This is an optimization exercise on Yosys and OpenROAD, whose aim is small area, not a production implementation. In this exercise RTL edits were held to simulation tests only and were not proved equivalent to the original. The clock cells of runs 3 to 6 come from the design's own scripts or RTL, not from TritonCTS. The clock port is modelled as an ideal driver, which makes a skipped or thinned clock tree look cheaper than it is; a real chip needs a root buffer or a tree. Power and IR drop assume default switching activity.

`design/flow/run.sh`:
```
#!/bin/bash
# synth_recipe.tcl (not shown) runs the flow's synth.tcl, then flattens the netlist and writes it again
# the make line also repeats each setting of config.mk as NAME=value (left out here)
make -C /OpenROAD-flow-scripts/flow DESIGN_CONFIG=/design/flow/config.mk WORK_HOME=/design/flow/orfs CLKGATE_MAP_FILE= SYNTH_SCRIPT=/design/flow/synth_recipe.tcl finish
```
`design/flow/config.mk`:
```
export PLATFORM = sky130hd
export DESIGN_NAME = sram
export DESIGN_NICKNAME = sram
export VERILOG_FILES = /design/flow/design.v
export SDC_FILE = /design/flow/constraint.sdc
export NUM_CORES = 8
export LEC_CHECK = 0
export CAP_MARGIN = 10
export CORE_MARGIN = 2
export CORE_UTILIZATION = 70
export CTS_CLUSTER_DIAMETER = 80
export CTS_CLUSTER_SIZE = 30
export SLEW_MARGIN = 10
export SYNTH_HIERARCHICAL = 1
```
`design/flow/constraint.sdc`:
```
create_clock -name core_clock -period 15.0 [get_ports {clk}]
set_input_delay 3.0000 -clock core_clock [delete_from_list [all_inputs] [get_ports {clk}]]
set_output_delay 3.0000 -clock core_clock [all_outputs]
set_load 0.01 [all_outputs]
```
`design/flow/design.v`:
```
module sram_bit (
    input  wire q,
    input  wire load,
    input  wire col,
    input  wire hold,
    output wire d
);
    assign d = ~((q | load) & (col | hold));
endmodule
module sram_nand2 (
    input  wire a,
    input  wire b,
    output wire y
);
    assign y = ~(a & b);
endmodule
module sram_nor2 (
    input  wire a,
    input  wire b,
    output wire y
);
    assign y = ~(a | b);
endmodule
module sram_oai22 (
    input  wire a,
    input  wire b,
    input  wire c,
    input  wire d,
    output wire y
);
    assign y = ~((a | b) & (c | d));
endmodule
module sram_or4 (
    input  wire a,
    input  wire b,
    input  wire c,
    input  wire d,
    output wire y
);
    assign y = a | b | c | d;
endmodule
module sram_oai21 (
    input  wire a,
    input  wire b,
    input  wire c,
    output wire y
);
    assign y = ~((a | b) & c);
endmodule
module sram_rd16 (
    input  wire [15:0] q,
    input  wire [15:0] nsel,
    input  wire        hi,
    output wire        t
);
    wire [7:0] y;
    wire [1:0] z;
    genvar k;
    generate
        for (k = 0; k < 8; k = k + 1) begin : pair
            sram_oai22 u (.a(q[2*k]), .b(nsel[2*k]), .c(q[2*k+1]), .d(nsel[2*k+1]), .y(y[k]));
        end
        for (k = 0; k < 2; k = k + 1) begin : quad
            sram_or4 u (.a(y[4*k]), .b(y[4*k+1]), .c(y[4*k+2]), .d(y[4*k+3]), .y(z[k]));
        end
    endgenerate
    sram_oai21 u_t (.a(z[0]), .b(z[1]), .c(hi), .y(t));
endmodule
module sram #(
    parameter ADDR_WIDTH = 8,
    parameter DATA_WIDTH = 8,
    parameter MEM_SIZE   = 1 << ADDR_WIDTH
)(
    input  wire                  clk,
    input  wire                  reset_n,
    input  wire                  chip_enable_n,
    input  wire                  write_enable_n,
    input  wire                  read_enable_n,
    input  wire [ADDR_WIDTH-1:0] address,
    input  wire [DATA_WIDTH-1:0] data_in,
    output wire [DATA_WIDTH-1:0] data_out
);
    localparam IDLE  = 2'b00;
    localparam WRITE = 2'b01;
    localparam READ  = 2'b10;
    reg [1:0] current_state;
    reg [1:0] next_state;
    always @(*) begin
        case (current_state)
            IDLE: begin
                if (!chip_enable_n && !write_enable_n && read_enable_n)
                    next_state = WRITE;
                else if (!chip_enable_n && !read_enable_n && write_enable_n)
                    next_state = READ;
                else
                    next_state = IDLE;
            end
            WRITE:   next_state = (chip_enable_n || write_enable_n) ? IDLE : WRITE;
            READ:    next_state = (chip_enable_n || read_enable_n)  ? IDLE : READ;
            default: next_state = IDLE;
        endcase
    end
    always @(posedge clk or negedge reset_n) begin
        if (!reset_n)
            current_state <= IDLE;
        else
            current_state <= next_state;
    end
    reg live;
    always @(posedge clk or negedge reset_n) begin
        if (!reset_n)
            live <= 1'b0;
        else
            live <= 1'b1;
    end
    reg phase;
    always @(posedge clk or negedge reset_n) begin
        if (!reset_n)
            phase <= 1'b0;
        else
            phase <= !phase;
    end
    wire wr = (current_state == WRITE) && !chip_enable_n && !write_enable_n;
    wire rd = (current_state == READ)  && !chip_enable_n && !read_enable_n;
    wire [DATA_WIDTH-1:0] col_n = ~(data_in ^ {DATA_WIDTH{!phase}});
    wire [15:0] lo, hi;
    genvar i;
    generate
        for (i = 0; i < 16; i = i + 1) begin : pre
            assign lo[i] = (address[3:0] == i);
            assign hi[i] = (address[7:4] == i);
        end
    endgenerate
    wire [15:0] hold, klo, khi;
    generate
        for (i = 0; i < 16; i = i + 1) begin : rowpre
            assign hold[i] = !(wr && lo[i]);
            assign klo[i]  = live && !(wr && lo[i]);
            assign khi[i]  = live && !hi[i];
        end
    endgenerate
    wire [DATA_WIDTH-1:0] colx [0:15];
    genvar w, b;
    generate
        for (i = 0; i < 16; i = i + 1) begin : cols
            for (b = 0; b < DATA_WIDTH; b = b + 1) begin : bits
                sram_nand2 u (.a(hi[i]), .b(col_n[b]), .y(colx[i][b]));
            end
        end
    endgenerate
    reg  [DATA_WIDTH-1:0] mem [0:MEM_SIZE-1];
    wire [MEM_SIZE-1:0]   rdq [0:DATA_WIDTH-1];
    generate
        for (w = 0; w < MEM_SIZE; w = w + 1) begin : word
            wire load;
            sram_nor2 u_load (.a(klo[w % 16]), .b(khi[w / 16]), .y(load));
            wire [DATA_WIDTH-1:0] d;
            for (b = 0; b < DATA_WIDTH; b = b + 1) begin : bits
                sram_bit u (.q(mem[w][b]), .load(load), .col(colx[w / 16][b]), .hold(hold[w % 16]), .d(d[b]));
                assign rdq[b][w] = mem[w][b];
            end
            always @(posedge clk)
                mem[w] <= d;
        end
    endgenerate
    wire [15:0] rlo_n = ~lo;
    wire [DATA_WIDTH-1:0] rbit;
    genvar h;
    generate
        for (b = 0; b < DATA_WIDTH; b = b + 1) begin : rbits
            wire [15:0] t;
            for (h = 0; h < 16; h = h + 1) begin : grp
                sram_rd16 u (.q(rdq[b][16*h +: 16]), .nsel(rlo_n), .hi(hi[h]), .t(t[h]));
            end
            assign rbit[b] = &t;
        end
    endgenerate
    assign data_out = rd ? ~(rbit ^ {DATA_WIDTH{phase}}) : {DATA_WIDTH{1'b0}};
endmodule
```
==> results by group, run 1 <==
Outcome
  – Status: no timing/DRC/antenna violations

Hold path
  – Hold Path Depth: 1
  – Hold Path Class: reg2reg

Routing
  – Average wire per standard cell: 32.7 µm
  – Total number of vias: 63,210
  – # DRC: 0
  – DR vias/cell: 8.38
  – Drt pass-1 iters: 10
  – Routed WL: 247 mm
  – Initial DRC count: 12,010
  – DRT antenna net count: 0

Setup path
  – Worst setup path category: in2out
  – Crit path cell chain: clkdlybuf4s50_1, nor2b_1, nand2_4, buf_4, o22ai_1, or4_1, o21ai_1, nand4_1, nor4_1, mux2i_1, clkdlybuf4s50_1
  – Crit Reg-Reg Endpoint: mem[182][4]
  – Critical path's slowest cell: nor4_1
  – Worst r2r path cells: 6
  – Beginning of the worst register-to-register path: current_state[1]
  – Crit path required time: 12.00 ns
  – Buf/Inv on CP: 3
  – R2r setup slk: 11.13 ns
  – CP Capture Point: data_out[0]
  – Crit path largest cell delay: 1.14 ns
  – Crit start category: input port
  – Crit. End Element: output pin
  – Worst path depth: 11
  – Worst setup startpoint: address[1]
  – CP arrival: 9.22 ns
  – Most used cell, CP: clkdlybuf4s50_1
  – Critical path's top delay family: simple AND/OR/NAND/NOR gates
  – Crit Path Max Fanout: 53

Place
  – Placed cells: 7,444
  – Pre-CTS setup slack: 3.26 ns
  – Post-DP HPWL: 141 mm
  – Count of port buffers added during placement: 28
  – GPL Wtd Cong: 0.928

Timing
  – Slew at the pin with the worst max-slew slack: 1.29 ns
  – Fin crit share: 81.5%
  – Setup TNS: 0 ns
  – Final setup vio count: 0
  – Minimum clock period: 12.22 ns
  – WHS: 0.450 ns
  – RSZ-0062 raised after global routing: no
  – Slew margin rel.: 14.0%
  – Fmax: 81.8 MHz
  – Clock skew: 0.0248 ns
  – Final worst setup slack: 2.78 ns
  – Final Hold Viols: 0
  – Pins Over Slew Limit: 0

Finish
  – Post-Layout Cell Count: 7,547
  – Growth of design area from synthesis to finish: 8.36%
  – Layout fillers: 6,584
  – Multi-input gate area: 24,900 µm²
  – Layout cells sized above 1: 4.29%
  – Fin nets: 6,291
  – Register area: 41,100 µm²

Yosys
  – Post-synth EDFFs: 0
  – Async SR Flop Fraction: 0.195%
  – Most instantiated library cell after synthesis: o22ai_1
  – Synth Cell Area: 65,400 µm²
  – Synth top area share: 62.7%
  – Area contributors post-synth: dfxtp_1, o22ai_1, or4_1, nor2_1, o21ai_1
  – Top cells by count, synth: o22ai_1, dfxtp_1, nor2_1
  – Main flop type after synthesis: dfxtp_1
  – Post-Synthesis Cells: 6,066
  – Synthesis Warnings: 9
  – Syn_nets: 6,087
  – Sequential fraction of the synthesis area: 62.9%
  – Mean Syn Cell Area: 10.8 µm²
  – Area leader, netlist: dfxtp_1
  – Count of cell types in the netlist: 26
  – #FFs+latches synth: 2,052

Floorplanning
  – Rows: 112
  – Die Ht: 310 µm
  – IO Pins: 29
  – Die width: 310 µm
  – Die area: 95,900 µm²
  – Initial Utilization: 70.4%
  – Core area: 92,900 µm²

Global route
  – GRT Util Overall: 49.3%
  – First-pass GRT wire length: 359 mm
  – Largest net degree at the start of global routing: 89
  – Number of global-route vias before repair: 57,969
  – Total gr overflow: 0
  – Initial antenna violation count: 15

Pwr
  – Leakage: 25.8 nW
  – Total power draw: 10.3 mW
  – PD cells: 145 nW/µm²
  – Worst IR Drop VDD: 136 µV

Job
  – MaxCap Viol Count: 0

CTS
  – CTS tree: built
  – Skew-Pair Late Insertion Delay: 0.72 ns
  – Inserted Clock Buffers: 78
  – Clock transition at path regs: 0.11 ns
  – Sink Count: 2,052
  – CTS max path bufs: 3
  – H-Tree Depth: 3
  – Post-CTS setup repair buffer count: 0
  – Gates resized, CTS repair: 0
  – Hold_buf cts: 0
  – Clock root cell: clkbuf_16
[modules after synthesis (local to each module, per instance), excerpt]
module	times used	flops+latches	cells inside	cell area, µm²
sram_nor2	256	0	1	3.75
sram	1	2052	2226	42200
sram_nand2	128	0	1	3.75
sram_or4	256	0	1	7.51
sram_oai21	128	0	1	5.00
sram_bit	2048	0	1	6.26
sram_oai22	1024	0	1	6.26
[through the flow]
| stage | utilization, % | cell area (µm²) |
|---|---|---|
| after floorplan | - | 65400 |
| after global placement | 74.0 | 68700 |
| after detailed placement | 74.0 | 68700 |
| after CTS | 76.2 | 70800 |
| after global routing | 76.2 | 70800 |
| final | 76.3 | 70900 |
[power breakdown]
| part | internal, mW | switching (mW) | leakage [nW] |
|---|---|---|---|
| Combinational | 0.474 | 0.635 | 7.47 |
| Sequential | 6.18 | 0.393 | 17.3 |
| Clock | 0.985 | 1.63 | 1.03 |
[metal layers]
layer | track usage, % | vias up | wire (µm)
met5 | 0.202 | - | 188
met4 | 31.8 | 26 | 17800
met3 | 18.9 | 1267 | 40400
met2 | 66.9 | 5796 | 99100
met1 | 65.5 | 30197 | 89300
li1 | - | 25924 | -
[flip-flops by register name, indices dropped and copies added (netlist names)]
signal	count
current_state	2
live	1
mem	2048
phase	1
[kinds of logic after synthesis]
group	Yosys count	synth area share (%)
AOI/OAI and AO/OA	3216	30.6
xor gates and xnor gates	8	0.107
DFF	2052	62.9
muxes	8	0.122
other	1	0.00574
and+or+nand+nor	770	6.27
buffers and inverters	11	0.0861
[cell type report]
| class | count | share of cell area [%] |
|---|---|---|
| sequential | 2052 | 58.0 |
| multi-input combinational | 4003 | 35.1 |
| clock inverter | 6 | 0.0795 |
| tap | 1254 | 2.21 |
| timing repair buffer | 134 | 1.66 |
| clock buffer | 81 | 2.86 |
| inverter | 1 | 0.00530 |
| antenna | 16 | 0.0565 |
[worst min path at each step]
stage                      startpoint           to  slack [ns]
after detailed placement  mem[125][4]  mem[125][4]        0.44
after global placement     mem[27][1]   mem[27][1]        0.43
after global routing       mem[76][0]   mem[76][0]        0.46
final                     mem[247][6]  mem[247][6]        0.45
after floorplan           mem[101][0]  mem[101][0]        0.42
after CTS                  mem[77][5]   mem[77][5]        0.45
[cells in the final DEF (no fill, tap or decap), types with 16 or more instances in the layout]
cell type	count
clkbuf_16	81
buf_4	98
nand2_1	133
o22ai_1	3072
diode_2	16
o21ai_1	128
or4_1	256
nand2_4	28
clkdlybuf4s50_1	28
a21boi_4	16
nor2_1	269
nand4_1	32
dfxtp_1	2048
nor2b_1	16
==> run 2, diff against run 1 <==
--- a/design/flow/design.v
+++ b/design/flow/design.v
@@ -21,50 +21,78 @@
 );
     assign y = ~(a | b);
 endmodule
-module sram_oai22 (
+module sram_or4 (
     input  wire a,
     input  wire b,
     input  wire c,
     input  wire d,
     output wire y
 );
-    assign y = ~((a | b) & (c | d));
-endmodule
-module sram_or4 (
+    assign y = a | b | c | d;
+endmodule
+module sram_nand4 (
     input  wire a,
     input  wire b,
     input  wire c,
     input  wire d,
     output wire y
 );
-    assign y = a | b | c | d;
-endmodule
-module sram_oai21 (
+    assign y = ~(a & b & c & d);
+endmodule
+module sram_aoi222 (
+    input  wire a0,
+    input  wire s0,
+    input  wire a1,
+    input  wire s1,
+    input  wire a2,
+    input  wire s2,
+    output wire y
+);
+    assign y = ~((a0 & s0) | (a1 & s1) | (a2 & s2));
+endmodule
+module sram_nand3 (
     input  wire a,
     input  wire b,
     input  wire c,
     output wire y
 );
-    assign y = ~((a | b) & c);
+    assign y = ~(a & b & c);
+endmodule
+module sram_rd48 (
+    input  wire [47:0] q,
+    input  wire [47:0] sel,
+    output wire        one
+);
+    wire [15:0] y;
+    wire [3:0]  o;
+    genvar k;
+    generate
+        for (k = 0; k < 16; k = k + 1) begin : unit
+            sram_aoi222 u (.a0(q[k]), .s0(sel[k]), .a1(q[16+k]), .s1(sel[16+k]),
+                           .a2(q[32+k]), .s2(sel[32+k]), .y(y[k]));
+        end
+        for (k = 0; k < 4; k = k + 1) begin : quad
+            sram_nand4 u (.a(y[4*k]), .b(y[4*k+1]), .c(y[4*k+2]), .d(y[4*k+3]), .y(o[k]));
+        end
+    endgenerate
+    sram_or4 u_one (.a(o[0]), .b(o[1]), .c(o[2]), .d(o[3]), .y(one));
 endmodule
 module sram_rd16 (
     input  wire [15:0] q,
-    input  wire [15:0] nsel,
-    input  wire        hi,
-    output wire        t
-);
-    wire [7:0] y;
-    wire [1:0] z;
+    input  wire [15:0] sel,
+    output wire [1:0]  o
+);
+    wire [5:0] y;
     genvar k;
     generate
-        for (k = 0; k < 8; k = k + 1) begin : pair
-            sram_oai22 u (.a(q[2*k]), .b(nsel[2*k]), .c(q[2*k+1]), .d(nsel[2*k+1]), .y(y[k]));
-        end
-        for (k = 0; k < 2; k = k + 1) begin : quad
-            sram_or4 u (.a(y[4*k]), .b(y[4*k+1]), .c(y[4*k+2]), .d(y[4*k+3]), .y(z[k]));
-        end
-    endgenerate
-    sram_oai21 u_t (.a(z[0]), .b(z[1]), .c(hi), .y(t));
+        for (k = 0; k < 5; k = k + 1) begin : unit
+            sram_aoi222 u (.a0(q[3*k]), .s0(sel[3*k]), .a1(q[3*k+1]), .s1(sel[3*k+1]),
+                           .a2(q[3*k+2]), .s2(sel[3*k+2]), .y(y[k]));
+        end
+    endgenerate
+    sram_nand2 u_y5 (.a(q[15]), .b(sel[15]), .y(y[5]));
+    sram_nand4 u_o0 (.a(y[0]), .b(y[1]), .c(y[2]), .d(y[3]), .y(o[0]));
+    sram_nand2 u_o1 (.a(y[4]), .b(y[5]), .y(o[1]));
 endmodule
 module sram #(
     parameter ADDR_WIDTH = 8,
@@ -131,12 +159,12 @@
             assign hi[i] = (address[7:4] == i);
         end
     endgenerate
-    wire [15:0] hold, klo, khi;
+    wire [15:0] hold, khi, hix;
     generate
         for (i = 0; i < 16; i = i + 1) begin : rowpre
-            assign hold[i] = !(wr && lo[i]);
-            assign klo[i]  = live && !(wr && lo[i]);
+            assign hold[i] = live && !(wr && lo[i]);
             assign khi[i]  = live && !hi[i];
+            assign hix[i]  = live && hi[i];
         end
     endgenerate
     wire [DATA_WIDTH-1:0] colx [0:15];
@@ -144,7 +172,7 @@
     generate
         for (i = 0; i < 16; i = i + 1) begin : cols
             for (b = 0; b < DATA_WIDTH; b = b + 1) begin : bits
-                sram_nand2 u (.a(hi[i]), .b(col_n[b]), .y(colx[i][b]));
+                sram_nand2 u (.a(hix[i]), .b(col_n[b]), .y(colx[i][b]));
             end
         end
     endgenerate
@@ -153,7 +181,7 @@
     generate
         for (w = 0; w < MEM_SIZE; w = w + 1) begin : word
             wire load;
-            sram_nor2 u_load (.a(klo[w % 16]), .b(khi[w / 16]), .y(load));
+            sram_nor2 u_load (.a(hold[w % 16]), .b(khi[w / 16]), .y(load));
             wire [DATA_WIDTH-1:0] d;
             for (b = 0; b < DATA_WIDTH; b = b + 1) begin : bits
                 sram_bit u (.q(mem[w][b]), .load(load), .col(colx[w / 16][b]), .hold(hold[w % 16]), .d(d[b]));
@@ -164,15 +192,38 @@
         end
     endgenerate
     wire [15:0] rlo_n = ~lo;
+    wire [2:0]  hm_n;
+    wire [5:0]  hg;
+    wire [47:0] rsel;
+    assign hm_n[0] = !(hi[0] || hi[3] || hi[6] || hi[9]  || hi[12] || hi[15]);
+    assign hm_n[1] = !(hi[1] || hi[4] || hi[7] || hi[10] || hi[13]);
+    assign hm_n[2] = !(hi[2] || hi[5] || hi[8] || hi[11] || hi[14]);
+    generate
+        for (i = 0; i < 5; i = i + 1) begin : rgrp
+            assign hg[i] = hi[3*i] || hi[3*i+1] || hi[3*i+2];
+        end
+        for (i = 0; i < 48; i = i + 1) begin : rpre
+            sram_nor2 u (.a(hm_n[i / 16]), .b(rlo_n[i % 16]), .y(rsel[i]));
+        end
+    endgenerate
+    assign hg[5] = hi[15];
     wire [DATA_WIDTH-1:0] rbit;
-    genvar h;
+    genvar g;
     generate
         for (b = 0; b < DATA_WIDTH; b = b + 1) begin : rbits
-            wire [15:0] t;
-            for (h = 0; h < 16; h = h + 1) begin : grp
-                sram_rd16 u (.q(rdq[b][16*h +: 16]), .nsel(rlo_n), .hi(hi[h]), .t(t[h]));
-            end
-            assign rbit[b] = &t;
+            wire [4:0] one;
+            wire [1:0] o5;
+            wire [2:0] y;
+            for (g = 0; g < 5; g = g + 1) begin : grp
+                sram_rd48 u (.q(rdq[b][48*g +: 48]), .sel(rsel), .one(one[g]));
+            end
+            sram_rd16 u_last (.q(rdq[b][240 +: 16]), .sel(rsel[15:0]), .o(o5));
+            sram_aoi222 u_ya (.a0(one[0]), .s0(hg[0]), .a1(one[1]), .s1(hg[1]),
+                              .a2(one[2]), .s2(hg[2]), .y(y[0]));
+            sram_aoi222 u_yb (.a0(one[3]), .s0(hg[3]), .a1(one[4]), .s1(hg[4]),
+                              .a2(o5[0]), .s2(hg[5]), .y(y[1]));
+            sram_nand2  u_yc (.a(o5[1]), .b(hg[5]), .y(y[2]));
+            sram_nand3  u_r  (.a(y[0]), .b(y[1]), .c(y[2]), .y(rbit[b]));
         end
     endgenerate
     assign data_out = rd ? ~(rbit ^ {DATA_WIDTH{phase}}) : {DATA_WIDTH{1'b0}};
==> run 2 against run 1 <==
Compared with the run above: clock-buffer cell count is 4 higher; first-iteration DRC count grew 33%; via count shrank 1.9%; worst hold slack gained 0.00064 ns; maximum frequency shrank 8.0%; critical path depth is 3 higher; sequential share of layout area up 0.68 points; clock power barely moved.
==> results by group, run 2 <==
Hold path
  – Hold Path Depth: 1
  – WHS Endpoint: mem[216][2]
  – Hold Path Class: reg2reg
  – Min-Delay Startpoint: mem[216][2]

Timing
  – WHS: 0.450 ns
  – Final setup vio count: 0
  – Minimum clock period: 13.28 ns
  – Clock skew: 0.0164 ns
  – Slew at the pin with the worst max-slew slack: 1.39 ns
  – Pins Over Slew Limit: 0
  – Slew margin rel.: 7.17%
  – Final Hold Viols: 0
  – Fin crit share: 88.5%
  – Setup TNS: 0 ns
  – RSZ-0062 raised after global routing: no
  – Fmax: 75.3 MHz

Yosys
  – Top cells by count, synth: o22ai_1, dfxtp_1, a222oi_1
  – Area contributors post-synth: dfxtp_1, o22ai_1, a222oi_1, nor2_1, nand4_1
  – #FFs+latches synth: 2,052
  – Most instantiated library cell after synthesis: o22ai_1
  – Synth Area in Adders: 0%
  – Synth Area in Simple Gates: 5.39%
  – Post-Synthesis Cells: 5,627
  – Mean Syn Cell Area: 11.5 µm²
  – Async SR Flop Fraction: 0.195%
  – Sequential fraction of the synthesis area: 63.3%
  – Main flop type after synthesis: dfxtp_1
  – Main combinational cell family by area after synthesis: compound AO/OA/AOI/OAI gates
  – Synth Cell Area: 64,900 µm²
  – Synthesis Warnings: 9
  – Syn_nets: 5,648
  – Post-synth EDFFs: 0
  – Area leader, netlist: dfxtp_1
  – Count of cell types in the netlist: 37
  – Synth top area share: 63.1%
  – Complex-gate fraction of the synthesized area: 30.9%
  – Post-synthesis mux area share: 0.0328%
  – Xor/xnor share of the synthesized area: 0.216%

Job
  – MaxCap Viol Count: 0

Routing
  – DRT antenna net count: 0
  – Routed WL: 254 mm
  – Total number of vias: 61,995
  – # DRC: 0
  – DR vias/cell: 8.78
  – Initial DRC count: 15,950
  – Average wire per standard cell: 36.0 µm
  – Drt pass-1 iters: 22

Setup path
  – R2r setup slk: 11.21 ns
  – Beginning of the worst register-to-register path: current_state[0]
  – Crit Reg-Reg Endpoint: mem[219][2]
  – Crit path largest cell delay: 0.97 ns
  – Critical path's top delay family: compound AO/OA/AOI/OAI gates
  – Critical path's slowest cell: a222oi_1
  – Crit Path Max Fanout: 48
  – Crit path required time: 12.00 ns
  – Crit start category: input port
  – Buf/Inv on CP: 3
  – Worst r2r path cells: 7
  – Crit. End Element: output pin
  – Worst setup path category: in2out
  – Crit path cell chain: clkdlybuf4s50_1, nand2b_1, o22ai_1, a41oi_4, nor2_4, buf_4, a222oi_1, nand4_1, or4_1, a222oi_1, nand3_1, xor2_1, nor2_1, clkdlybuf4s50_1
  – CP arrival: 10.28 ns

Pwr
  – Clock power share: 25.2%
  – Internal power: 7.67 mW
  – PD cells: 149 nW/µm²
  – Sw frac: 26.7%
  – Combinational power share: 11.2%
  – Leakage: 24.5 nW
  – Reg power frac: 63.7%
  – Worst IR Drop VDD: 139 µV
  – Psw: 2.79 mW

CTS
  – Clock root cell: clkbuf_16
  – Hold_buf cts: 0
  – Sink Count: 2,052
  – H-Tree Depth: 3
  – Clock transition at path regs: 0.11 ns
  – Skew-Pair Late Insertion Delay: 0.73 ns
  – CTS max path bufs: 3
  – Gates resized, CTS repair: 0
  – CTS tree: built
  – Post-CTS setup repair buffer count: 0
  – Inserted Clock Buffers: 78

Finish
  – Largest register by flop count: mem
  – Top flop regs: mem: 2048 flops, current_state: 2 flops
  – Growth of design area from synthesis to finish: 7.83%
  – Fin nets: 5,822
  – Most frequent cells in the layout: o22ai_1, dfxtp_1, a222oi_1
  – Largest register FFs: 2,048
  – Most common cell after layout, fill and taps aside: o22ai_1
  – Layout cells sized above 1: 4.34%

Global route
  – Largest net degree at the start of global routing: 145
  – Initial antenna violation count: 16
  – First-pass GRT wire length: 365 mm
  – Number of global-route vias before repair: 56,738
  – Total gr overflow: 0
  – GRT Util Overall: 51.1%

Place
  – Post-DP HPWL: 151 mm
  – GPL Wtd Cong: 0.992
  – Count of port buffers added during placement: 28

Floorplanning
  – Rows: 111
  – Die Ht: 309 µm
  – Core area: 91,800 µm²
  – Die area: 95,200 µm²
  – Initial Utilization: 70.7%
  – IO Pins: 29
  – Die width: 309 µm

Outcome
  – Status: no timing/DRC/antenna violations
## run 2: logic make-up after synthesis
family / count (synthesis)
flip-flops: 2052
other: 1
buffers and inverters: 19
multiplexers: 2
XOR/XNOR: 16
AND/OR/NAND/NOR: 754
AO/OA/AOI/OAI: 2783
## run 2: modules after synthesis, one instance, submodules excluded, excerpt
module / cells / flops+latches / copies in the design
sram: 2211 / 2052 / 1
sram_aoi222: 1 / 0 / 696
sram_bit: 1 / 0 / 2048
sram_nand2: 1 / 0 / 152
sram_nand3: 1 / 0 / 8
sram_nand4: 1 / 0 / 168
sram_nor2: 1 / 0 / 304
## run 2: stage by stage
stage	total power [mW]	instance area (µm²)	util, %	std cells	setup slack [ns]
2_1_floorplan	7.38	64900	-	5627	2.26
3_3_place_gp	7.76	67900	74.0	6964	2.51
3_5_place_dp	7.84	67900	74.0	6964	2.49
4_1_cts	10.3	70000	76.3	7055	2.48
5_1_grt	10.7	70000	76.3	7057	1.94
6_report	10.5	70000	76.3	7060	1.72
## run 2: how the worst max path moves through the flow
stage             startpoint          end  slack, ns  depth (start not counted)
6_report          address[6]  data_out[2]       1.72                         14
3_5_place_dp      address[6]  data_out[2]       2.49                         15
3_3_place_gp      address[6]  data_out[2]       2.51                         15
5_1_grt           address[4]  data_out[2]       1.94                         14
2_1_floorplan  chip_enable_n  mem[111][0]       2.26                          5
4_1_cts           address[6]  data_out[2]       2.48                         15
## run 2: layout make-up
class	count	area, µm²
Sequential cell	2052	41100
Multi-Input combinational cell	3556	24300
Fill cell	6244	21800
Clock buffer	85	2050
Tap cell	1243	1560
Timing Repair Buffer	111	916
Clock inverter	6	53.8
Antenna cell	5	12.5
Inverter	2	7.51
## run 2: power by group through the flow
stage                     Combinational [mW]  Clock [mW]  Sequential (mW)
final                                   1.17        2.63             6.66
after global routing                    1.20        2.78             6.73
after CTS                               1.09        2.60             6.63
after detailed placement                1.09           0             6.75
after global placement                  1.04           0             6.73
after floorplan                        0.744           0             6.64
## run 2: routing by layer
layer | track usage (%) | share of wire (%) | up-vias
li1 | - | - | 24998
met1 | 66.7 | 34 | 29470
met2 | 70.3 | 40 | 6066
met3 | 20.4 | 18 | 1441
met4 | 32.7 | 8.0 | 20
met5 | 0.859 | 0.10 | -
==> run 3, diff against run 2 <==
==> design/flow/flow/run.sh (new file) <==
#!/bin/bash
# Standard layout, except for the clock tree: TritonCTS runs as usual, then
# the POST_CTS hook replaces its tree with a tree of inverters (see
# clock_tree.tcl).
set -euo pipefail
FLOW_DIR=$(cd "$(dirname "${BASH_SOURCE[0]}")" && pwd)
export CTS_ARGS="-sink_clustering_enable -sink_clustering_size 100 -sink_clustering_max_diameter 500 -dont_use_dummy_load"
export POST_CTS_TCL=$FLOW_DIR/post_cts.tcl
bash standard.sh finish > standard.log 2>&1
==> design/flow/flow/clock_tree.tcl (new file) <==
# Clock tree of inverters.
#
# clk_ripup deletes every buffer and inverter between the clock port and the
# flip-flops and connects the flip-flop clock pins to the port's net again.
#
# clk_build splits the flip-flop clock pins into clusters of at most leaf_n by
# recursive bisection on their placement (cutting the longer side of the
# bounding box each time), drives each cluster from one cell at its centroid,
# and does the same on the inputs of those cells with at most mid_n per
# cluster until one cell is left. The number of inverters on every path from
# the port to a flip-flop is made even, so the flip-flops see the clock with
# its own polarity.

proc clk_ripup {} {
  set block [ord::get_db_block]
  set clknet [$block findNet clk]
  set todo [list $clknet]
  set dead_insts {}
  set dead_nets {}
  set sinks {}
  while {[llength $todo]} {
    set net [lindex $todo 0]
    set todo [lrange $todo 1 end]
    foreach it [$net getITerms] {
      if {[$it isOutputSignal]} continue
      set inst [$it getInst]
      set m [[$inst getMaster] getName]
      if {[regexp {__(clk)?(buf|inv)_[0-9]+$} $m]} {
        lappend dead_insts $inst
        foreach o [$inst getITerms] {
          if {[$o isOutputSignal] && [$o getNet] ne "NULL"} {
            lappend todo [$o getNet]
            lappend dead_nets [$o getNet]
          }
        }
      } else {
        lappend sinks $it
      }
    }
  }
  foreach it $sinks { $it disconnect }
  foreach inst $dead_insts { odb::dbInst_destroy $inst }
  foreach net $dead_nets { odb::dbNet_destroy $net }
  foreach it $sinks { $it connect $clknet }
  puts "clock rip-up: removed [llength $dead_insts] cells, [llength $sinks] sinks back on clk"
}

# items: list of {iterm x y}; returns a list of clusters of at most maxn
proc clk_bisect {items maxn} {
  if {[llength $items] <= $maxn} { return [list $items] }
  set xs {}; set ys {}
  foreach it $items { lappend xs [lindex $it 1]; lappend ys [lindex $it 2] }
  set xs [lsort -integer $xs]; set ys [lsort -integer $ys]
  set dx [expr {[lindex $xs end] - [lindex $xs 0]}]
  set dy [expr {[lindex $ys end] - [lindex $ys 0]}]
  set idx [expr {$dx >= $dy ? 1 : 2}]
  set sorted [lsort -integer -index $idx $items]
  set n [llength $sorted]
  set k [expr {int(ceil(double($n) / $maxn))}]
  set nl [expr {int(round(double($n) * ($k / 2) / $k))}]
  return [concat [clk_bisect [lrange $sorted 0 [expr {$nl - 1}]] $maxn] \
                 [clk_bisect [lrange $sorted $nl end] $maxn]]
}

# one level of the tree: a cell of type master per cluster; returns the
# cells' inputs as items for the next level
proc clk_level {items maxn master prefix} {
  set block [ord::get_db_block]
  set mast [[ord::get_db] findMaster $master]
  set out {}
  set i 0
  foreach cl [clk_bisect $items $maxn] {
    set sx 0; set sy 0
    foreach it $cl { set sx [expr {$sx + [lindex $it 1]}]; set sy [expr {$sy + [lindex $it 2]}] }
    set cx [expr {int($sx / [llength $cl])}]
    set cy [expr {int($sy / [llength $cl])}]
    set inst [odb::dbInst_create $block $mast "${prefix}_$i"]
    $inst setLocation $cx $cy
    $inst setPlacementStatus PLACED
    set net [odb::dbNet_create $block "${prefix}_net_$i"]
    $net setSigType CLOCK
    foreach it $cl {
      [lindex $it 0] disconnect
      [lindex $it 0] connect $net
    }
    set y [$inst findITerm Y]
    if {$y eq "NULL"} { set y [$inst findITerm X] }
    $y connect $net
    lappend out [list [$inst findITerm A] $cx $cy]
    incr i
  }
  puts "$prefix: $i cells of $master"
  return $out
}

proc clk_build {leaf_n mid_n leaf_cell mid_cell root_inv} {
  set block [ord::get_db_block]
  set clknet [$block findNet clk]
  set items {}
  foreach it [$clknet getITerms] {
    set bb [[$it getInst] getBBox]
    lappend items [list $it [expr {([$bb xMin] + [$bb xMax]) / 2}] [expr {([$bb yMin] + [$bb yMax]) / 2}]]
  }
  puts "clock sinks: [llength $items]"
  set ninv 0
  set items [clk_level $items $leaf_n $leaf_cell clkleaf]
  if {[string match "*inv*" $leaf_cell]} { incr ninv }
  set lv 1
  while {[llength $items] > 1} {
    set items [clk_level $items $mid_n $mid_cell clkl$lv]
    if {[string match "*inv*" $mid_cell]} { incr ninv }
    incr lv
  }
  if {$ninv % 2} {
    set items [clk_level $items 1 $root_inv clkl$lv]
  }
  [lindex [lindex $items 0] 0] connect $clknet
}
==> design/flow/flow/post_cts.tcl (new file) <==
# Replace the clock tree TritonCTS built with an inverter tree.
set flow_dir [file dirname [info script]]
source $flow_dir/clock_tree.tcl
clk_ripup
clk_build 30 8 sky130_fd_sc_hd__inv_16 sky130_fd_sc_hd__inv_16 sky130_fd_sc_hd__inv_4
detailed_placement
estimate_parasitics -placement
check_placement -verbose
==> design/flow/standard.sh (new file) <==
#!/bin/bash
# synth_recipe.tcl (not shown) runs the flow's synth.tcl, then flattens the netlist and writes it again
# the make line also repeats each setting of config.mk as NAME=value (left out here)
make -C /OpenROAD-flow-scripts/flow DESIGN_CONFIG=/design/flow/config.mk WORK_HOME=/design/flow/orfs CLKGATE_MAP_FILE= SYNTH_SCRIPT=/design/flow/synth_recipe.tcl "${@:-finish}"
==> design/flow/config.mk (replaced) <==
export PLATFORM = sky130hd
export DESIGN_NAME = sram
export DESIGN_NICKNAME = sram
export VERILOG_FILES = /design/flow/design.v
export SDC_FILE = /design/flow/constraint.sdc
export NUM_CORES = 8
export LEC_CHECK = 0
export CAP_MARGIN = 20
export CORE_MARGIN = 2
export CORE_UTILIZATION = 70
export SLEW_MARGIN = 10
export SYNTH_HIERARCHICAL = 1
removed: design/flow/run.sh
==> run 3 against run 2 <==
Compared with the run above: still clean; register-to-register slack about the same; final cell count about the same; sequential cell count unchanged; clock skew increased by 0.075 ns; design area decreased by 0.38%; utilization decreased by 0.29 points; routed wire length decreased by 0.41%; combinational power about the same; critical path depth increased by 1; worst hold slack got worse by 0.0014 ns; critical path type unchanged; largest power group unchanged.
==> results by group, run 3 <==
Outcome
  – Status: no timing/DRC/antenna violations

Place
  – GPL Wtd Cong: 0.992
  – Count of port buffers added during placement: 28
  – Pre-CTS setup slack: 2.50 ns
  – Post-DP HPWL: 151 mm

Routing
  – Drt pass-1 iters: 15
  – Routed WL: 253 mm
  – DRT antenna net count: 0
  – Total number of vias: 62,039
  – # DRC: 0
  – DR vias/cell: 8.78
  – Average wire per standard cell: 35.9 µm
  – Initial DRC count: 15,982

Yosys
  – Post-synth EDFFs: 0
  – Top cells by count, synth: o22ai_1, dfxtp_1, a222oi_1
  – Synth Cell Area: 64,900 µm²
  – Async SR Flop Fraction: 0.195%
  – Area contributors post-synth: dfxtp_1, o22ai_1, a222oi_1, nor2_1, nand4_1
  – Count of cell types in the netlist: 37
  – Main flop type after synthesis: dfxtp_1
  – Synthesis Warnings: 9
  – Most instantiated library cell after synthesis: o22ai_1
  – Area leader, netlist: dfxtp_1
  – Sequential fraction of the synthesis area: 63.3%
  – Post-Synthesis Cells: 5,627
  – Syn_nets: 5,648
  – #FFs+latches synth: 2,052
  – Mean Syn Cell Area: 11.5 µm²
  – Synth top area share: 63.1%

Pwr
  – PD cells: 147 nW/µm²
  – Psw: 3.24 mW
  – Leakage: 24.3 nW
  – Clock power share: 23.7%
  – Reg power frac: 64.9%
  – Worst IR Drop VDD: 136 µV
  – Sw frac: 31.5%
  – Internal power: 7.03 mW
  – Combinational power share: 11.4%

Setup path
  – Crit Path Max Fanout: 40
  – Worst setup path category: in2out
  – R2r setup slk: 11.21 ns
  – Worst r2r path cells: 7
  – Crit start category: input port
  – Beginning of the worst register-to-register path: current_state[0]
  – CP arrival: 10.08 ns
  – Crit Reg-Reg Endpoint: mem[183][2]
  – Crit. End Element: output pin
  – Crit path required time: 12.00 ns

Finish
  – Largest register FFs: 2,048
  – Most frequent cells in the layout: o22ai_1, dfxtp_1, a222oi_1
  – Largest register by flop count: mem
  – Top flop regs: mem: 2048 flops, current_state: 2 flops
  – Layout fillers: 6,270
  – Layout cells sized above 1: 4.42%
  – Most common cell after layout, fill and taps aside: o22ai_1
  – Fin nets: 5,838
  – Growth of design area from synthesis to finish: 7.41%

Global route
  – Largest net degree at the start of global routing: 145
  – Total gr overflow: 0
  – Initial antenna violation count: 12
  – Number of global-route vias before repair: 56,750
  – First-pass GRT wire length: 364 mm
  – GRT Util Overall: 50.7%

Timing
  – Pins Over Slew Limit: 0
  – Minimum clock period: 13.08 ns
  – Final setup vio count: 0
  – WHS: 0.449 ns
  – Clock skew: 0.0915 ns
  – Final worst setup slack: 1.92 ns
  – Fmax: 76.5 MHz
  – Final Hold Viols: 0
  – RSZ-0062 raised after global routing: no
  – Slew margin rel.: 15.3%
  – Fin crit share: 87.2%
  – Setup TNS: 0 ns
  – Slew at the pin with the worst max-slew slack: 1.27 ns

Floorplanning
  – IO Pins: 29
  – Core area: 91,800 µm²
  – Rows: 111
  – Die width: 309 µm
  – Initial Utilization: 70.7%
  – Die area: 95,200 µm²
  – Die Ht: 309 µm

Hold path
  – WHS Endpoint: mem[199][6]
  – Min-Delay Startpoint: mem[199][6]
  – Hold Path Depth: 1
  – Hold Path Class: reg2reg

CTS
  – Sink Count: 2,052
  – Clock transition at path regs: 0.10 ns
  – Skew-Pair Late Insertion Delay: 0.58 ns

Job
  – MaxCap Viol Count: 0
-- run 3: cell counts after synthesis --
No cell type changed its count.
-- run 3: cell type report --
type	instances	area [µm²]	share of cell area, %
inverter	83	1630	2.34
timing repair buffer	124	1130	1.62
multi-input combinational	3556	24300	34.9
sequential	2052	41100	58.9
antenna	6	15.0	0.0215
tap	1243	1560	2.23
-- run 3: cell families after synthesis --
logic type / count (synthesis) / share of synthesized area (%)
other cells: 1 / 0.00577
compound gates: 2783 / 30.9
simple gates: 754 / 5.39
flops: 2052 / 63.3
xor+xnor: 16 / 0.216
mux: 2 / 0.0328
buf+inv: 19 / 0.162
-- run 3: modules after synthesis (local to each module, per instance), excerpt --
| module | cell area [µm²] | cells inside |
|---|---|---|
| sram_aoi222 | 10.0 | 1 |
| sram_nand2 | 3.75 | 1 |
| sram_nor2 | 3.75 | 1 |
| sram_nand3 | 5.00 | 1 |
| sram_bit | 6.26 | 1 |
| sram_nand4 | 6.26 | 1 |
| sram | 42100 | 2211 |
| sram_or4 | 7.51 | 1 |
-- run 3: power groups by stage --
stage	registers [mW]	logic [mW]	clock network (mW)
after detailed placement	6.75	1.09	0
final	6.66	1.17	2.43
after floorplan	6.64	0.744	0
after global routing	6.73	1.20	2.59
after global placement	6.73	1.04	0
-- run 3: routing by layer --
| metal | wire length, µm | part of all wire [%] | GRT usage, % | vias to the layer above |
|---|---|---|---|---|
| met4 | 19200 | 7.6 | 32.6 | 14 |
| met5 | 166 | 0.065 | 0 | - |
| met3 | 45800 | 18 | 19.3 | 1374 |
| met2 | 101000 | 40 | 69.5 | 6231 |
| met1 | 86900 | 34 | 66.9 | 29384 |
| li1 | - | - | - | 25036 |
-- run 3: stage by stage --
stage	utilization (%)	cells	area (µm²)	power, mW
after floorplan	-	5627	64900	7.38
after global placement	74.0	6964	67900	7.76
after detailed placement	74.0	6967	68000	7.84
after global routing	76.0	7058	69700	10.5
final	76.0	7064	69800	10.3
-- run 3: worst max-delay path by stage --
stage,start,end,slack (ns),cells past startpoint
3_3_place_gp,address[6],data_out[2],2.51,15
2_1_floorplan,chip_enable_n,mem[111][0],2.26,5
5_1_grt,address[6],data_out[2],2.12,14
6_report,address[6],data_out[2],1.92,15
3_5_place_dp,address[6],data_out[2],2.50,15
-- run 3: critical path: stages --
cell and delay, ns:
clkdlybuf4s50_1 0.76, nand2b_1 0.45, o22ai_1 0.20, a41oi_4 0.88, buf_4 0.36, nor2_4 0.10
buf_4 0.35, a222oi_1 0.51, nand4_1 0.39, or4_1 0.75, a222oi_1 0.75, nand3_1 0.27
xor2_1 0.21, nor2_1 0.39, clkdlybuf4s50_1 0.63
==> run 4, diff against run 3 <==
==> design/flow/flow/post_cts.tcl (replaced) <==
# Replace the clock tree TritonCTS built with an inverter tree.
set flow_dir [file dirname [info script]]
source $flow_dir/clock_tree.tcl
clk_ripup
clk_build 34 5 sky130_fd_sc_hd__inv_16 sky130_fd_sc_hd__inv_8 sky130_fd_sc_hd__inv_4
detailed_placement
estimate_parasitics -placement
check_placement -verbose
==> design/flow/config.mk (replaced) <==
export PLATFORM = sky130hd
export DESIGN_NAME = sram
export DESIGN_NICKNAME = sram
export VERILOG_FILES = /design/flow/design.v
export SDC_FILE = /design/flow/constraint.sdc
export NUM_CORES = 8
export LEC_CHECK = 0
export CAP_MARGIN = 10
export CORE_MARGIN = 2
export CORE_UTILIZATION = 75
export SLEW_MARGIN = 10
export SYNTH_HIERARCHICAL = 1
==> run 4 against run 3 <==
Compared with the run above: register-to-register slack improved by 0.12 ns; design area is 0.72% lower; combinational power barely moved; clock power decreased by 5%; still clean; sequential cell count is the same; die area decreased by 6.6%.
==> results by group, run 4 <==
Setup path
  – Crit path cell chain: clkdlybuf4s50_1, nand2b_1, mux2i_1, o22ai_4, nor2_4, buf_4, a222oi_1, nand4_1, or4_1, a222oi_1, nand3_1, xor2_1, nor2_1, clkdlybuf4s50_1
  – Worst setup path category: in2out
  – Crit Reg-Reg Endpoint: mem[214][7]
  – Worst r2r path cells: 4
  – R2r setup slk: 11.33 ns
  – Crit start category: input port
  – Crit. End Element: output pin
  – CP Capture Point: data_out[4]
  – Critical path's slowest cell: o22ai_4
  – Crit Path Max Fanout: 24
  – CP arrival: 10.20 ns
  – Worst setup startpoint: address[7]
  – Beginning of the worst register-to-register path: phase
  – Crit path required time: 12.00 ns
  – Crit path largest cell delay: 0.99 ns

Yosys
  – Synth Area in Adders: 0%
  – Count of cell types in the netlist: 37
  – Area leader, netlist: dfxtp_1
  – Synth top area share: 63.1%
  – Post-synth EDFFs: 0
  – Synth Area in Simple Gates: 5.39%
  – Most instantiated library cell after synthesis: o22ai_1
  – Top cells by count, synth: o22ai_1, dfxtp_1, a222oi_1
  – Post-Synthesis Cells: 5,627
  – Main flop type after synthesis: dfxtp_1
  – #FFs+latches synth: 2,052
  – Complex-gate fraction of the synthesized area: 30.9%
  – Synth Cell Area: 64,900 µm²
  – Mean Syn Cell Area: 11.5 µm²
  – Syn_nets: 5,648
  – Synthesis Warnings: 9
  – Sequential fraction of the synthesis area: 63.3%
  – Async SR Flop Fraction: 0.195%
  – Main combinational cell family by area after synthesis: compound AO/OA/AOI/OAI gates
  – Area contributors post-synth: dfxtp_1, o22ai_1, a222oi_1, nor2_1, nand4_1
  – Post-synthesis mux area share: 0.0328%
  – Xor/xnor share of the synthesized area: 0.216%

Pwr
  – PD cells: 146 nW/µm²
  – Total power draw: 10.1 mW
  – Leakage: 24.1 nW
  – Worst IR Drop VDD: 116 µV

Timing
  – Final Hold Viols: 0
  – Minimum clock period: 13.20 ns
  – Fin crit share: 88.0%
  – Final setup vio count: 0
  – Slew at the pin with the worst max-slew slack: 1.36 ns
  – Setup TNS: 0 ns
  – Slew margin rel.: 9.42%
  – Clock skew: 0.0799 ns
  – RSZ-0062 raised after global routing: no
  – Fmax: 75.7 MHz
  – Pins Over Slew Limit: 0

CTS
  – Sink Count: 2,052
  – Clock transition at path regs: 0.10 ns
  – Skew-Pair Late Insertion Delay: 0.60 ns

Routing
  – Routed wl met2: 99.6 mm
  – DR vias/cell: 8.98
  – Drt pass-1 iters: 30
  – # DRC: 0
  – Top sig layer: met5
  – Average wire per standard cell: 35.8 µm
  – Initial DRC count: 15,922
  – Total number of vias: 62,451
  – Routed WL: 249 mm
  – Metal-1 WL: 83.1 mm
  – DRT antenna net count: 0
  – Metal3 WL: 46.2 mm

Outcome
  – Status: no timing/DRC/antenna violations

Job
  – MaxCap Viol Count: 0

Floorplanning
  – Die Ht: 298 µm
  – Die width: 298 µm
  – Rows: 107
  – Die area: 89,000 µm²
  – IO Pins: 29
  – Core area: 85,500 µm²
  – Initial Utilization: 75.9%

Hold path
  – Hold Path Depth: 1
  – Hold Path Class: reg2reg

Global route
  – GRT Util Overall: 52.8%
  – First-pass GRT wire length: 359 mm
  – Initial antenna violation count: 14
  – Number of global-route vias before repair: 57,424
  – Largest net degree at the start of global routing: 91
  – Total gr overflow: 0

Place
  – GPL Wtd Cong: 0.985
  – Post-DP HPWL: 152 mm
  – Count of port buffers added during placement: 28

Finish
  – Layout fillers: 5,264
  – Largest register FFs: 2,048
  – Largest register by flop count: mem
  – Layout cells sized above 1: 4.27%
  – Fin nets: 5,829
  – Most common cell after layout, fill and taps aside: o22ai_1
  – Most frequent cells in the layout: o22ai_1, dfxtp_1, a222oi_1
  – Growth of design area from synthesis to finish: 6.64%
  – Top flop regs: mem: 2048 flops, current_state: 2 flops
run 4: cell counts after synthesis:
No cell type changed its count.
run 4: how the worst min path moves through the flow:
| stage | start | to | slack (ns) |
|---|---|---|---|
| 3_5_place_dp | mem[102][3] | mem[102][3] | 0.44 |
| 2_1_floorplan | mem[0][0] | mem[0][0] | 0.42 |
| 6_report | mem[189][3] | mem[189][3] | 0.45 |
| 5_1_grt | mem[101][4] | mem[101][4] | 0.46 |
| 3_3_place_gp | mem[98][6] | mem[98][6] | 0.43 |
run 4: critical path: cells and delay by family:
kind | cells | cell delay [ns]
compound gates | 3 | 2.48
xor+xnor | 1 | 0.21
mux | 1 | 0.26
buf+inv | 3 | 1.76
simple gates | 6 | 2.46
run 4: layer usage:
layer | vias up | global-route usage [%]
met5 | - | 0
met4 | 14 | 34.1
met3 | 1562 | 21.2
met2 | 6432 | 73.0
met1 | 29360 | 68.6
li1 | 25083 | -
run 4: logic make-up after synthesis:
family          after synthesis
xor+xnor                     16
other cells                   1
compound gates             2783
flops                      2052
simple gates                754
buf+inv                      19
mux                           2
run 4: final cells by class:
class	instances	area, µm²	share of cell area, %
inverters	80	1420	2.05
well taps	1144	1430	2.07
repair buffers	118	956	1.38
diodes	7	17.5	0.0253
flip-flops and latches	2052	41100	59.3
multi-input cells	3556	24300	35.1
run 4: Yosys stat by module, one instance, submodules excluded, a selection:
module | area [µm²] | flip-flops and latches | cells | copies in the design
sram_or4 | 7.51 | 0 | 1 | 40
sram_bit | 6.26 | 0 | 1 | 2048
sram | 42100 | 2052 | 2211 | 1
sram_nor2 | 3.75 | 0 | 1 | 304
sram_nand2 | 3.75 | 0 | 1 | 152
sram_nand3 | 5.00 | 0 | 1 | 8
sram_aoi222 | 10.0 | 0 | 1 | 696
sram_nand4 | 6.26 | 0 | 1 | 168
run 4: through the flow:
stage	setup WS, ns	hold WS, ns	instance area (µm²)	cells	util, %
global placement	2.47	0.428	67800	6872	79.3
floorplan	2.26	0.421	64900	5627	-
global route	1.90	0.459	69200	6950	80.9
finish	1.80	0.451	69300	6957	81.0
detailed placement	2.43	0.436	67800	6872	79.3
run 4: report_power, final:
part           internal, mW  switching, mW
combinational         0.450          0.724
sequential             6.23          0.439
clock                 0.303           1.99
==> run 5, diff against run 4 <==
==> design/flow/config.mk (replaced) <==
export PLATFORM = sky130hd
export DESIGN_NAME = sram
export DESIGN_NICKNAME = sram
export VERILOG_FILES = /design/flow/design.v
export SDC_FILE = /design/flow/constraint.sdc
export NUM_CORES = 8
export LEC_CHECK = 0
export CAP_MARGIN = 15
export CORE_MARGIN = 2
export CORE_UTILIZATION = 70
export SLEW_MARGIN = 10
export SYNTH_HIERARCHICAL = 1
==> run 5 against run 4 <==
Compared with the run above: power decreased by 0.12%; routed wire length up 1.3%; clock power barely moved; critical path depth rose by 1; first-iteration DRC count is 1.6% higher; largest cell class unchanged.
==> results by group, run 5 <==
CTS
  – Skew-Pair Late Insertion Delay: 0.62 ns
  – Sink Count: 2,052
  – Clock transition at path regs: 0.10 ns

Floorplanning
  – Die width: 309 µm
  – IO Pins: 29
  – Initial Utilization: 70.7%
  – Rows: 111
  – Core area: 91,800 µm²
  – Die area: 95,200 µm²
  – Die Ht: 309 µm

Setup path
  – Worst setup path category: in2out
  – Critical path's slowest cell: a41oi_4
  – Crit path cell chain: clkdlybuf4s50_1, nand2b_1, o22ai_1, a41oi_4, buf_4, nor2_4, buf_4, a222oi_1, nand4_1, or4_1, a222oi_1, nand3_1, xor2_1, nor2_1, clkdlybuf4s50_1
  – Crit path largest cell delay: 0.85 ns
  – Crit Path Max Fanout: 40
  – Crit path required time: 12.00 ns
  – Crit start category: input port
  – CP arrival: 10.01 ns
  – Crit. End Element: output pin

Routing
  – Total number of vias: 61,989
  – DR vias/cell: 8.80
  – # DRC: 0
  – Initial DRC count: 16,172
  – Drt pass-1 iters: 17
  – DRT antenna net count: 0
  – Average wire per standard cell: 35.8 µm
  – Routed WL: 253 mm

Yosys
  – Top cells by count, synth: o22ai_1, dfxtp_1, a222oi_1
  – Area leader, netlist: dfxtp_1
  – Async SR Flop Fraction: 0.195%
  – Main flop type after synthesis: dfxtp_1
  – Syn_nets: 5,648
  – Post-Synthesis Cells: 5,627
  – Mean Syn Cell Area: 11.5 µm²
  – Synthesis Warnings: 9
  – Post-synth EDFFs: 0
  – Area contributors post-synth: dfxtp_1, o22ai_1, a222oi_1, nor2_1, nand4_1
  – Count of cell types in the netlist: 37
  – Most instantiated library cell after synthesis: o22ai_1
  – Synth Cell Area: 64,900 µm²
  – Synth top area share: 63.1%
  – Sequential fraction of the synthesis area: 63.3%
  – #FFs+latches synth: 2,052

Timing
  – Pins Over Slew Limit: 0
  – Setup TNS: 0 ns
  – Slew at the pin with the worst max-slew slack: 1.37 ns
  – Final setup vio count: 0
  – Clock skew: 0.104 ns
  – Minimum clock period: 13.01 ns
  – RSZ-0062 raised after global routing: no
  – Final Hold Viols: 0
  – Slew margin rel.: 8.35%
  – WHS: 0.450 ns
  – Fmax: 76.8 MHz
  – Final worst setup slack: 1.99 ns
  – Fin crit share: 86.8%

Place
  – Count of port buffers added during placement: 28
  – Post-DP HPWL: 151 mm
  – Pre-CTS setup slack: 2.49 ns
  – GPL Wtd Cong: 0.992

Global route
  – Initial antenna violation count: 8
  – Largest net degree at the start of global routing: 145
  – GRT Util Overall: 50.4%
  – Number of global-route vias before repair: 56,465
  – Total gr overflow: 0
  – First-pass GRT wire length: 362 mm

Hold path
  – Hold Path Class: reg2reg

Finish
  – Fin nets: 5,823
  – Growth of design area from synthesis to finish: 6.77%
  – Largest register FFs: 2,048
  – Largest register by flop count: mem
  – Layout cells sized above 1: 4.17%
  – Most frequent cells in the layout: o22ai_1, dfxtp_1, a222oi_1
  – Layout fillers: 6,364
  – Top flop regs: mem: 2048 flops, current_state: 2 flops
  – Most common cell after layout, fill and taps aside: o22ai_1

Pwr
  – Leakage: 24.1 nW
  – Total power draw: 10.1 mW
  – PD cells: 146 nW/µm²
  – Worst IR Drop VDD: 124 µV

Outcome
  – Status: no timing/DRC/antenna violations

Job
  – MaxCap Viol Count: 0
run 5: cell count changes in the layout (fill, tap and decap cells not counted):
cell,change
buf_4,-7
buf_12,+1
diode_2,-2
run 5: modules after synthesis, one instance, submodules excluded, a selection:
module / cell area (µm²) / cells / copies in the design
sram_or4: 7.51 / 1 / 40
sram_nand3: 5.00 / 1 / 8
sram_nor2: 3.75 / 1 / 304
sram_nand4: 6.26 / 1 / 168
sram_bit: 6.26 / 1 / 2048
sram_aoi222: 10.0 / 1 / 696
sram_nand2: 3.75 / 1 / 152
sram: 42100 / 2211 / 1
run 5: worst max-delay path: cells and delay by family:
kind | cells | cell delay (ns)
compound gates | 4 | 2.32
simple gates | 6 | 2.31
xor+xnor | 1 | 0.21
buf+inv | 4 | 2.11
run 5: path summary, 6_finish.rpt:
kind | start | endpoint | slack (ns) | depth (start not counted)
min | mem[227][5] | mem[227][5] | 0.45 | 1
max reg2reg | current_state[0] | mem[87][3] | 11.16 | 7
min in group asynchronous | reset_n | current_state[1] | 2.57 | 1
max in group asynchronous | reset_n | live | 12.26 | 1
min reg2reg | mem[227][5] | mem[227][5] | 0.45 | 1
max | address[6] | data_out[2] | 1.99 | 15
run 5: power by group:
group | total, mW | internal, mW | switching, mW
registers | 6.66 | 6.23 | 0.430
clock network | 2.31 | 0.303 | 2.00
logic | 1.16 | 0.450 | 0.714
run 5: layout make-up:
| cell class | instances | area [µm²] | share of cell area [%] |
|---|---|---|---|
| well taps | 1243 | 1560 | 2.24 |
| flip-flops and latches | 2052 | 41100 | 59.3 |
| repair buffers | 112 | 923 | 1.33 |
| multi-input cells | 3556 | 24300 | 35.1 |
| diodes | 5 | 12.5 | 0.0180 |
| inverters | 80 | 1420 | 2.05 |
run 5: logic make-up (layout without fill, tap and decap cells):
logic type / count (synthesis) / after routing / share of synthesized area, %
other cells: 1 / 6 / 0.00577
flops: 2052 / 2052 / 63.3
compound gates: 2783 / 2783 / 30.9
buf+inv: 19 / 192 / 0.162
mux: 2 / 2 / 0.0328
simple gates: 754 / 754 / 5.39
xor+xnor: 16 / 16 / 0.216
run 5: metrics by stage:
step | util [%] | instances | cell area, µm²
finish | 75.5 | 7048 | 69300
floorplan | - | 5627 | 64900
detailed placement | 74.0 | 6965 | 67900
global placement | 74.0 | 6964 | 67900
global route | 75.5 | 7043 | 69300
run 5: layer usage:
metal  vias up  track usage (%)  routed length [µm]
li1      25001                -                   -
met1     29342             67.0               87200
met2      6265             69.6              100000
met3      1373             17.8               45100
met4         8             32.5               19900
met5         -                0                  58
==> run 6, diff against run 5 <==
==> design/flow/flow/run.sh (replaced) <==
#!/bin/bash
# Standard layout, except that:
# - the ports are buffered with buf_1 cells;
# - TritonCTS runs as usual, then the POST_CTS hook replaces its tree with a
#   tree of inverters (see clock_tree.tcl).
set -euo pipefail
FLOW_DIR=$(cd "$(dirname "${BASH_SOURCE[0]}")" && pwd)
export CTS_ARGS="-sink_clustering_enable -sink_clustering_size 100 -sink_clustering_max_diameter 500 -dont_use_dummy_load"
export POST_CTS_TCL=$FLOW_DIR/post_cts.tcl
export BUFFER_PORTS_ARGS="-buffer_cell sky130_fd_sc_hd__buf_1"
bash standard.sh finish > standard.log 2>&1
==> run 6 against run 5 <==
Compared with the run above: clock skew shrank 0.053 ns; register-to-register slack worse by 0.08 ns; combinational power hardly changed; clock power is essentially flat; critical path depth did not move; design area is essentially flat; sequential cell count is the same; critical path type unchanged.
==> results by group, run 6 <==
Floorplanning
  – Initial Utilization: 70.7%
  – Rows: 111
  – Core area: 91,800 µm²
  – Die Ht: 309 µm
  – Die area: 95,200 µm²
  – Die width: 309 µm
  – IO Pins: 29

Timing
  – WHS: 0.451 ns
  – Minimum clock period: 12.25 ns
  – RSZ-0062 raised after global routing: no
  – Slew at the pin with the worst max-slew slack: 1.38 ns
  – Final setup vio count: 0
  – Fmax: 81.6 MHz
  – Clock skew: 0.0501 ns
  – Setup TNS: 0 ns
  – Slew margin rel.: 8.06%
  – Pins Over Slew Limit: 0
  – Final Hold Viols: 0
  – Fin crit share: 81.7%

Pwr
  – Leakage: 24.1 nW
  – PD cells: 146 nW/µm²
  – Worst IR Drop VDD: 111 µV

Finish
  – Fin nets: 5,825
  – Final instance area: 69,300 µm²
  – Largest register by flop count: mem
  – Most frequent cells in the layout: o22ai_1, dfxtp_1, a222oi_1
  – Growth of design area from synthesis to finish: 6.67%
  – Layout fillers: 6,395
  – Most common cell after layout, fill and taps aside: o22ai_1
  – Largest register FFs: 2,048
  – Top flop regs: mem: 2048 flops, current_state: 2 flops
  – Layout cells sized above 1: 4.22%

Routing
  – Initial DRC count: 15,623
  – DR vias/cell: 8.78
  – Drt pass-1 iters: 15
  – Top sig layer: met5
  – Routed wl met2: 102 mm
  – Average wire per standard cell: 36.2 µm
  – Metal-1 WL: 87.4 mm
  – DRT antenna net count: 0
  – # DRC: 0
  – Total number of vias: 61,921
  – Routed WL: 255 mm
  – Metal3 WL: 45.1 mm

Setup path
  – Crit path required time: 12.00 ns
  – Crit start category: input port
  – Crit Path Max Fanout: 32
  – CP arrival: 9.25 ns
  – Worst setup path category: in2out
  – Crit. End Element: output pin

Yosys
  – Syn_nets: 5,648
  – Post-Synthesis Cells: 5,627
  – Main flop type after synthesis: dfxtp_1
  – Post-synth EDFFs: 0
  – Most instantiated library cell after synthesis: o22ai_1
  – Sequential fraction of the synthesis area: 63.3%
  – Area contributors post-synth: dfxtp_1, o22ai_1, a222oi_1, nor2_1, nand4_1
  – Mean Syn Cell Area: 11.5 µm²
  – #FFs+latches synth: 2,052
  – Area leader, netlist: dfxtp_1
  – Synth Cell Area: 64,900 µm²
  – Synth top area share: 63.1%
  – Top cells by count, synth: o22ai_1, dfxtp_1, a222oi_1
  – Count of cell types in the netlist: 37
  – Async SR Flop Fraction: 0.195%
  – Synthesis Warnings: 9

Global route
  – GRT Util Overall: 50.8%
  – Total gr overflow: 0
  – Number of global-route vias before repair: 55,904
  – First-pass GRT wire length: 364 mm
  – Largest net degree at the start of global routing: 145
  – Initial antenna violation count: 10

Place
  – GPL Wtd Cong: 1.01
  – Count of port buffers added during placement: 28
  – Cell area after placement: 67,800 µm²
  – Post-DP HPWL: 154 mm

Outcome
  – Status: no timing/DRC/antenna violations

Hold path
  – Hold Path Class: reg2reg

CTS
  – Sink Count: 2,052
  – Skew-Pair Late Insertion Delay: 0.58 ns
  – Clock transition at path regs: 0.10 ns

Job
  – MaxCap Viol Count: 0
[run 6: cell counts after synthesis]
No cell type changed its count.
[run 6: kinds of logic (layout without fill, tap and decap cells)]
group	after synthesis	after routing	share of synthesized area (%)
compound gates	2783	2783	30.9
xor+xnor	16	16	0.216
buf+inv	19	194	0.162
flops	2052	2052	63.3
mux	2	2	0.0328
other cells	1	11	0.00577
simple gates	754	754	5.39
[run 6: where the power goes]
part / switching [mW] / internal (mW) / total [mW] / leakage (nW)
combinational: 0.717 / 0.448 / 1.16 / 6.09
sequential: 0.439 / 6.23 / 6.66 / 17.3
clock: 2.00 / 0.303 / 2.31 / 0.700
[run 6: cell type report]
type / instances / area [µm²] / area share, %
multi-input cells: 3556 / 24300 / 35.1
flip-flops and latches: 2052 / 41100 / 59.3
well taps: 1243 / 1560 / 2.25
repair buffers: 114 / 846 / 1.22
diodes: 10 / 25.0 / 0.0361
inverters: 80 / 1420 / 2.05
[run 6: Yosys stat by module, one instance, submodules excluded, excerpt]
module | flops+latches | cells inside
sram | 2052 | 2211
sram_aoi222 | 0 | 1
sram_or4 | 0 | 1
sram_bit | 0 | 1
sram_nand4 | 0 | 1
sram_nand3 | 0 | 1
sram_nand2 | 0 | 1
sram_nor2 | 0 | 1
[run 6: path summary, 6_finish.rpt]
check / startpoint / end / slack, ns / depth (start not counted)
hold / removal: mem[244][5] / mem[244][5] / 0.45 / 1
setup / recovery: address[6] / data_out[4] / 2.75 / 15
min in group asynchronous: reset_n / live / 2.25 / 1
setup reg to reg: phase / mem[179][1] / 11.08 / 4
hold reg to reg: mem[244][5] / mem[244][5] / 0.45 / 1
max in group asynchronous: reset_n / current_state[1] / 12.55 / 1
[run 6: worst max-delay path: stages]
cell and delay [ns]:
buf_1 0.41, nand2b_1 0.42, mux2i_1 0.27, o22ai_4 0.70, buf_16 0.25, nor2_4 0.10
buf_4 0.39, a222oi_1 0.76, nand4_1 0.31, or4_1 0.60, a222oi_1 0.92, nand3_1 0.50
xor2_1 0.28, nor2_1 0.13, buf_1 0.18
[run 6: per-stage QoR]
stage	setup slack, ns	util (%)	std cells	total power [mW]
6_report	2.75	75.5	7055	10.1
3_3_place_gp	3.33	73.8	6962	7.77
5_1_grt	2.90	75.4	7046	10.4
2_1_floorplan	2.26	-	5627	7.38
3_5_place_dp	3.54	73.8	6964	7.84
[run 6: layer usage]
| metal | global-route usage (%) | vias to the layer above |
|---|---|---|
| met3 | 19.2 | 1395 |
| met2 | 70.4 | 5960 |
| met5 | 0 | - |
| li1 | - | 25047 |
| met4 | 32.9 | 2 |
| met1 | 66.4 | 29517 |

## separate check: timing with driven ports
In the flow no input, the clock included, has a driving cell. The finished layouts below were timed again as built, in two steps. Step 1 sets driving cells, clkbuf_16 on the clock port and buf_2 on the other inputs (assumed; they add their load-dependent delay and slew). Step 2 times the ports against the registers' clock, not the clock port: input delays grow and output delays shrink by t, the midpoint of the rising clock arrivals with the driver on. a / b / c = no drivers / after step 1 / after step 2; a / b = the first two.
run	shift t [ns]	setup slack, ns	worst setup path after step 2	worst data-port slew with drivers (ns)
run 1	0.780	2.779 / 2.725 / 2.725	input to output	0.11
run 2	0.792	1.719 / 1.602 / 1.602	input to output	0.12
run 3	0.631	1.925 / 1.804 / 1.804	input to output	0.12
run 4	0.665	1.796 / 1.705 / 1.705	input to output	0.09
run 5	0.656	1.987 / 1.879 / 1.879	input to output	0.12
run 6	0.661	2.746 / 2.634 / 2.634	input to output	0.11
After both steps every run listed still meets setup and hold. For run 3, which loses most, drivers alone change the setup slack by -0.121 ns; drivers and shift together by -0.121 ns.
